This is an optimization exercise on Yosys and OpenROAD, whose aim is small area, not a production implementation.
Function was checked by simulation only, so behaviour that the tests miss may differ from the original.

==> design/flow/design.v <==
module dff #(
    parameter DATA_WIDTH = 33
) (
    input clk,
    input rst_n,
    input [DATA_WIDTH-1:0] d,
    output reg [DATA_WIDTH-1:0] q
);
always @(posedge clk or negedge rst_n) begin
    if (!rst_n) begin
        q <= 0;
    end else begin
        q <= d;
    end
end
endmodule
module filter #(
    parameter DATA_WIDTH = 16
) 
(
    input                               clk,
    input                               rst_n,
    input   signed [DATA_WIDTH-1:0]     FilterIn,
    input                               ValidIn,
    output reg signed [32:0]           data_out,
    output reg                         ValidOut
);
localparam signed [16:0] h1     =   17'b00000001010110111; 
localparam signed [16:0] h2     =   17'b00000000011111101;
localparam signed [16:0] h3     =   17'b11111101100110010;
localparam signed [16:0] h4     =   17'b11111010111110110;
localparam signed [16:0] h5     =   17'b11111100100110101;
localparam signed [16:0] h6     =   17'b00000101000001001;
localparam signed [16:0] h7     =   17'b00010010100001000;
localparam signed [16:0] h8     =   17'b00011111001011110;
localparam signed [16:0] h9     =   17'b00100100010111110;
localparam signed [16:0] h10    =   17'b00011111001011110;
localparam signed [16:0] h11    =   17'b00010010100001000;
localparam signed [16:0] h12    =   17'b00000101000001001;
localparam signed [16:0] h13    =   17'b11111100100110101;
localparam signed [16:0] h14    =   17'b11111010111110110;
localparam signed [16:0] h15    =   17'b11111101100110010; 
localparam signed [16:0] h16    =   17'b00000000011111101;
localparam signed [16:0] h17    =   17'b00000001010110111;
reg signed [15:0] data_in_0;
wire signed [15:0] data_in_delay_0_0;
wire signed [32:0] data_in_delay_1;
wire signed [32:0] data_in_delay_2;
wire signed [32:0] data_in_delay_3;
wire signed [32:0] data_in_delay_4;
wire signed [32:0] data_in_delay_5;
wire signed [32:0] data_in_delay_6;
wire signed [32:0] data_in_delay_7;
wire signed [32:0] data_in_delay_8;
wire signed [32:0] data_in_delay_9;
wire signed [32:0] data_in_delay_10;
wire signed [32:0] data_in_delay_11;
wire signed [32:0] data_in_delay_12;
wire signed [32:0] data_in_delay_13;
wire signed [32:0] data_in_delay_14;
wire signed [32:0] data_in_delay_15;
wire signed [32:0] data_in_delay_16;
wire signed [32:0] mul1;
wire signed [32:0] mul2;
wire signed [32:0] mul3;    
wire signed [32:0] mul4;
wire signed [32:0] mul5;
wire signed [32:0] mul6;    
wire signed [32:0] mul7;
wire signed [32:0] mul8;
wire signed [32:0] mul9;
wire signed [32:0] mul10;
wire signed [32:0] mul11;
wire signed [32:0] mul12;
wire signed [32:0] mul13;
wire signed [32:0] mul14;
wire signed [32:0] mul15;
wire signed [32:0] mul16;
wire signed [32:0] mul17;
wire signed [32:0] add1;
wire signed [32:0] add2;
wire signed [32:0] add3;
wire signed [32:0] add4;
wire signed [32:0] add5;
wire signed [32:0] add6;
wire signed [32:0] add7;
wire signed [32:0] add8;
wire signed [32:0] add9;
wire signed [32:0] add10;
wire signed [32:0] add11;
wire signed [32:0] add12;
wire signed [32:0] add13;
wire signed [32:0] add14;
wire signed [32:0] add15;
wire signed [32:0] add16;
reg [4:0] num_taps_and_delay;
always @(*) begin
    if (ValidIn) begin
        data_in_0 = FilterIn;
    end else begin
        data_in_0 = 0;
    end
end
always @(posedge clk or negedge rst_n) begin
    if (!rst_n) begin
        ValidOut <= 0;
        data_out <= 0;
        num_taps_and_delay <= 0;
    end else if (ValidIn) begin
        ValidOut <= 1;
        data_out <= add16;
        num_taps_and_delay <= 5'd17;
    end else if (num_taps_and_delay > 1) begin
        num_taps_and_delay <= num_taps_and_delay - 1;
        ValidOut <= 1;
        data_out <= add16;
    end else begin
        ValidOut <= 0;
        data_out <= 0;
    end
end
dff dff_0 (.clk(clk), .rst_n(rst_n), .d(mul1), .q(data_in_delay_1));
dff dff_1 (.clk(clk), .rst_n(rst_n), .d(add1), .q(data_in_delay_2));
dff dff_2 (.clk(clk), .rst_n(rst_n), .d(add2), .q(data_in_delay_3));
dff dff_3 (.clk(clk), .rst_n(rst_n), .d(add3), .q(data_in_delay_4));
dff dff_4 (.clk(clk), .rst_n(rst_n), .d(add4), .q(data_in_delay_5));
dff dff_5 (.clk(clk), .rst_n(rst_n), .d(add5), .q(data_in_delay_6));
dff dff_6 (.clk(clk), .rst_n(rst_n), .d(add6), .q(data_in_delay_7));
dff dff_7 (.clk(clk), .rst_n(rst_n), .d(add7), .q(data_in_delay_8));
dff dff_8 (.clk(clk), .rst_n(rst_n), .d(add8), .q(data_in_delay_9));
dff dff_9 (.clk(clk), .rst_n(rst_n), .d(add9), .q(data_in_delay_10));
dff dff_10 (.clk(clk), .rst_n(rst_n), .d(add10), .q(data_in_delay_11));
dff dff_11 (.clk(clk), .rst_n(rst_n), .d(add11), .q(data_in_delay_12));
dff dff_12 (.clk(clk), .rst_n(rst_n), .d(add12), .q(data_in_delay_13));
dff dff_13 (.clk(clk), .rst_n(rst_n), .d(add13), .q(data_in_delay_14));
dff dff_14 (.clk(clk), .rst_n(rst_n), .d(add14), .q(data_in_delay_15));
dff dff_15 (.clk(clk), .rst_n(rst_n), .d(add15), .q(data_in_delay_16));
assign mul1     = data_in_0 * h17; 
assign mul2     = data_in_0 * h16;
assign mul3     = data_in_0 * h15;
assign mul4     = data_in_0 * h14;
assign mul5     = data_in_0 * h13;
assign mul6     = data_in_0 * h12; 
assign mul7     = data_in_0 * h11;
assign mul8     = data_in_0 * h10;
assign mul9     = data_in_0 * h9;
assign mul10    = data_in_0 * h8;
assign mul11    = data_in_0 * h7; 
assign mul12    = data_in_0 * h6;
assign mul13    = data_in_0 * h5;
assign mul14    = data_in_0 * h4;
assign mul15    = data_in_0 * h3;
assign mul16    = data_in_0 * h2;
assign mul17    = data_in_0 * h1;
assign add1 = data_in_delay_1 + mul2;
assign add2 = data_in_delay_2 + mul3;
assign add3 = data_in_delay_3 + mul4;
assign add4 = data_in_delay_4 + mul5;
assign add5 = data_in_delay_5 + mul6;
assign add6 = data_in_delay_6 + mul7;
assign add7 = data_in_delay_7 + mul8;
assign add8 = data_in_delay_8 + mul9;
assign add9 = data_in_delay_9 + mul10;
assign add10 = data_in_delay_10 + mul11;
assign add11 = data_in_delay_11 + mul12;
assign add12 = data_in_delay_12 + mul13;
assign add13 = data_in_delay_13 + mul14;
assign add14 = data_in_delay_14 + mul15;
assign add15 = data_in_delay_15 + mul16;
assign add16 = data_in_delay_16 + mul17;
endmodule
==> design/flow/run.sh <==
#!/bin/bash
# synth_recipe.tcl (not shown) runs the flow's synth.tcl, then flattens the netlist and writes it again
# the make line also repeats each setting of config.mk as NAME=value (left out here)
make -C /OpenROAD-flow-scripts/flow DESIGN_CONFIG=/design/flow/config.mk WORK_HOME=/design/flow/orfs CLKGATE_MAP_FILE= SYNTH_SCRIPT=/design/flow/synth_recipe.tcl finish
==> design/flow/config.mk <==
export PLATFORM = sky130hd
export DESIGN_NAME = filter
export DESIGN_NICKNAME = filter
export VERILOG_FILES = /design/flow/design.v
export SDC_FILE = /design/flow/constraint.sdc
export NUM_CORES = 4
export LEC_CHECK = 0
export CAP_MARGIN = 20
export CORE_MARGIN = 2
export CORE_UTILIZATION = 40
export SLEW_MARGIN = 20
==> design/flow/constraint.sdc <==
create_clock -name core_clock -period 14.0 [get_ports {clk}]
set_input_delay 2.8000 -clock core_clock [delete_from_list [all_inputs] [get_ports {clk}]]
set_output_delay 2.8000 -clock core_clock [all_outputs]
set_load 0.01 [all_outputs]
==> run notes <==
-- registers in the layout, indices dropped and copies added (netlist names) --
name,count
dff_13.q,33
dff_5.q,33
dff_14.q,33
dff_4.q,33
dff_6.q,33
num_taps_and_delay,5
dff_2.q,33
dff_12.q,33
dff_7.q,33
dff_10.q,33
dff_15.q,33
dff_9.q,33
dff_11.q,33
dff_8.q,33
ValidOut,1
dff_3.q,33
data_out,33
dff_1.q,28
dff_0.q,27
-- synthesized netlist by cell type, types with 10 or more instances --
master | instances | area share (%)
o31a_1 | 11 | 0.15
o311ai_0 | 11 | 0.15
o221ai_1 | 10 | 0.13
and3_1 | 90 | 0.86
a211o_1 | 12 | 0.16
nand2_1 | 348 | 2.0
a21oi_1 | 555 | 4.2
xnor2_1 | 592 | 7.9
a22oi_1 | 12 | 0.14
o21ai_1 | 13 | 0.099
a31o_2 | 26 | 0.35
a22o_1 | 13 | 0.17
a41o_1 | 10 | 0.15
nand2b_1 | 94 | 0.89
buf_1 | 17 | 0.097
nand3_1 | 112 | 0.85
a31oi_1 | 53 | 0.50
a21boi_0 | 28 | 0.32
o21ai_0 | 285 | 2.2
a211oi_1 | 42 | 0.48
o31ai_1 | 28 | 0.32
nor2b_1 | 72 | 0.68
or3_1 | 22 | 0.21
mux2i_1 | 11 | 0.17
nor2_1 | 415 | 2.4
a21o_1 | 309 | 3.5
xor2_1 | 183 | 2.4
fa_1 | 504 | 15
o211ai_1 | 30 | 0.34
nand4_1 | 40 | 0.38
o21a_1 | 88 | 1.0
o2111ai_1 | 11 | 0.15
dfrtp_1 | 556 | 21
clkbuf_1 | 54 | 0.31
a41oi_1 | 14 | 0.19
nor3_1 | 95 | 0.72
ha_1 | 998 | 19
inv_1 | 1001 | 5.7
or2_2 | 21 | 0.20
o21bai_1 | 98 | 1.1
and2_1 | 49 | 0.47
a311oi_1 | 10 | 0.13
-- per-layer routing --
layer	vias to the layer above	share of wire [%]	global-route usage, %
met2	1438	46	44.9
met5	-	0.0048	0
met4	2	4.9	12.0
met3	355	4.6	3.00
li1	24549	-	-
met1	25936	44	36.4
-- path summary, 6_finish.rpt --
check | end | slack (ns) | cells after the start
min reg2reg | dff_10.q[0]$_DFF_PN0_ | 0.34 | 0
max | dff_8.q[29]$_DFF_PN0_ | 2.10 | 34
min in group asynchronous | ValidOut$_DFF_PN0_ | 2.08 | 1
min | dff_10.q[0]$_DFF_PN0_ | 0.34 | 0
max reg2reg | dff_9.q[31]$_DFF_PN0_ | 9.97 | 13
max in group asynchronous | dff_10.q[14]$_DFF_PN0_ | 9.72 | 3
-- worst max-delay path, delay by kind of cell --
| kind | cells | cell delay (ns) |
|---|---|---|
| AND/OR/NAND/NOR | 4 | 0.76 |
| buffers and inverters | 9 | 2.02 |
| AO/OA/AOI/OAI | 11 | 2.67 |
| adder cells (fa/ha/maj) | 8 | 3.85 |
| XOR/XNOR | 2 | 0.41 |
-- cells by family after synthesis --
logic type      Yosys count
simple gates           1405
buf+inv                1098
flops                   556
mux                      12
compound gates         1769
xor+xnor                778
fa+ha+maj              1502
-- through the flow --
stage	cells	cell area (µm²)	setup slack, ns	hold slack [ns]
3_3_place_gp	9343	69400	1.61	0.332
3_5_place_dp	9343	69400	1.58	0.335
6_report	9476	71900	2.10	0.338
4_1_cts	9473	71900	2.25	0.329
2_1_floorplan	7120	65800	0.271	0.331
5_1_grt	9474	71900	1.84	0.348
-- layout make-up --
class	instances	area (µm²)	share of cell area, %
Clock inverter	39	518	0.721
Inverter	1010	3790	5.27
Tap cell	2175	2720	3.79
Clock buffer	91	1980	2.75
Antenna cell	3	7.51	0.0104
Sequential cell	556	13900	19.4
Timing Repair Buffer	136	1170	1.63
Multi-Input combinational cell	5466	47800	66.5
==> flow_metrics.tcl <==
set metrics [dict create \
    status "no timing/DRC/antenna violations" \
    synth-warning-count 2 \
    synth_seq_cells 556 \
    dp_hpwl_um 190000 \
    postCtsSetupRepairBufs 0 \
    crit_type "input port to flip-flop" \
    synth_top_family_by_area "adder cells" \
    yosysSeqAreaShare_pct 21.1 \
    die_x_um 410 \
    remaining_drc_errors 0 \
    synth_ff_type "dfrtp_1" \
    fin_nets 8763 \
    holdBufCountCts 0 \
    synth_mux_area_share_pct 0.184 \
    async_flop_share_pct 100 \
    drv_cap 0 \
    drt_iter0_drc 3882 \
    final_max_slew_viol_count 0 \
    finClkSkew_ns 0.0453 \
    cts_tree "yes" \
    critical_path.max_fanout 9 \
    area_delta_synth_final_pct 9.16 \
    synthXorXnorAreaFrac_pct 10.4 \
    drt_pre_antenna_iters 6 \
    synth_adder_area_share_pct 34.3 \
    htreeDepth 3 \
    setup-violations-final 0 \
    cp.arrival_ns 12.51 \
    cts.sink_count 556 \
    synth.avg_cell_area_um2 9.25 \
    holdCritStartpoint "dff_9.q[0]$_DFF_PN0_" \
    slowest_delay_ns 0.67 \
    routedWlPerCell_um 24.3 \
    path_clk_slew_ns 0.06 \
    wirelength_um 230000 \
    synth_compound_area_share_pct 17.5 \
    cts_made_buffers 72 \
    critPathLaunch "FilterIn[10]" \
    synth_simple_gate_area_share_pct 10.2 \
    insertion_delay_ns 0.71 \
    synth-edff-count 0 \
    grt_usage_pct 27.3 \
    cts_root_buf "clkbuf_16" \
    grt_pass1_vias 53497 \
    grt_pass1_wl_um 342000 \
    die_area_um2 168000 \
    vias_per_cell 5.52 \
    start_kind "input port" \
    antenna_left 0 \
    mostFrequentLayoutCells "inv_1 (1000), ha_1 (998), xnor2_1 (592)" \
    yosysUniqueCellTypes 95 \
    drive_above_1_share_pct 4.06 \
    min_path_type "flip-flop to flip-flop" \
    chipHeight_um 410 \
    r2r_start "dff_8.q[1]$_DFF_PN0_" \
    maxSlewHeadroom_pct 24.7 \
    antenna_found_initial 7 \
    end_kind "flip-flop" \
    tns_ns 0 \
    rsz0062_at_grt "no" \
    ctsResizeCount 0 \
    min_period_ns 11.90 \
    cp_common_cell "inv_1" \
    gp_congestion 1.02 \
    crit_required_ns 14.62 \
    port_buffers 52 \
    worst_pin_slew_ns 1.13 \
    syn_area_um2 65800 \
    cts_buffer_depth 3 \
    postSynthCellCount 7120 \
    vias 52280 \
    fmax_ghz 0.0841 \
    grt_max_degree 152 \
    ios 53 \
    final_util_pct 44.1 \
    core-area_um2 163000 \
    gr-total-overflow 0 \
    layout_commonest_cell "inv_1" \
    row_count 148 \
    synth_nets 8641 \
    layout_worst_path_cycle_share_pct 85.0 \
    initial_core_util_pct 40.4 \
    final-hold-violation-count 0 \
    crit_slowest_cell "clkdlybuf4s50_1" \
    nFillCells 15812 \
]

static timing again, ports no longer ideal:
The results above use ideal ports. As a check the final layout listed here was re-extracted and re-timed, cells and wires unchanged.
Step 1: set_driving_cell puts a clkbuf_16 on clk and a buf_2 on each other input, an assumption about the parent block.
Step 2 also shifts input and output timing later by t, the mid clock arrival at the registers, as if the neighbouring blocks saw the same clock.
Three values: no drivers, after step 1, after step 2; two values: the first two.
t (ns): 0.768
setup slack, ns: 2.103 / 2.089 / 1.321
hold slack, ns: 0.338 / 0.338 / 0.338
latest minus earliest clock arrival (ns): 0.050 / 0.049
After both steps this run still meets setup and hold. The setup slack of this run moves by -0.014 ns with the drivers and by -0.782 ns with both steps.
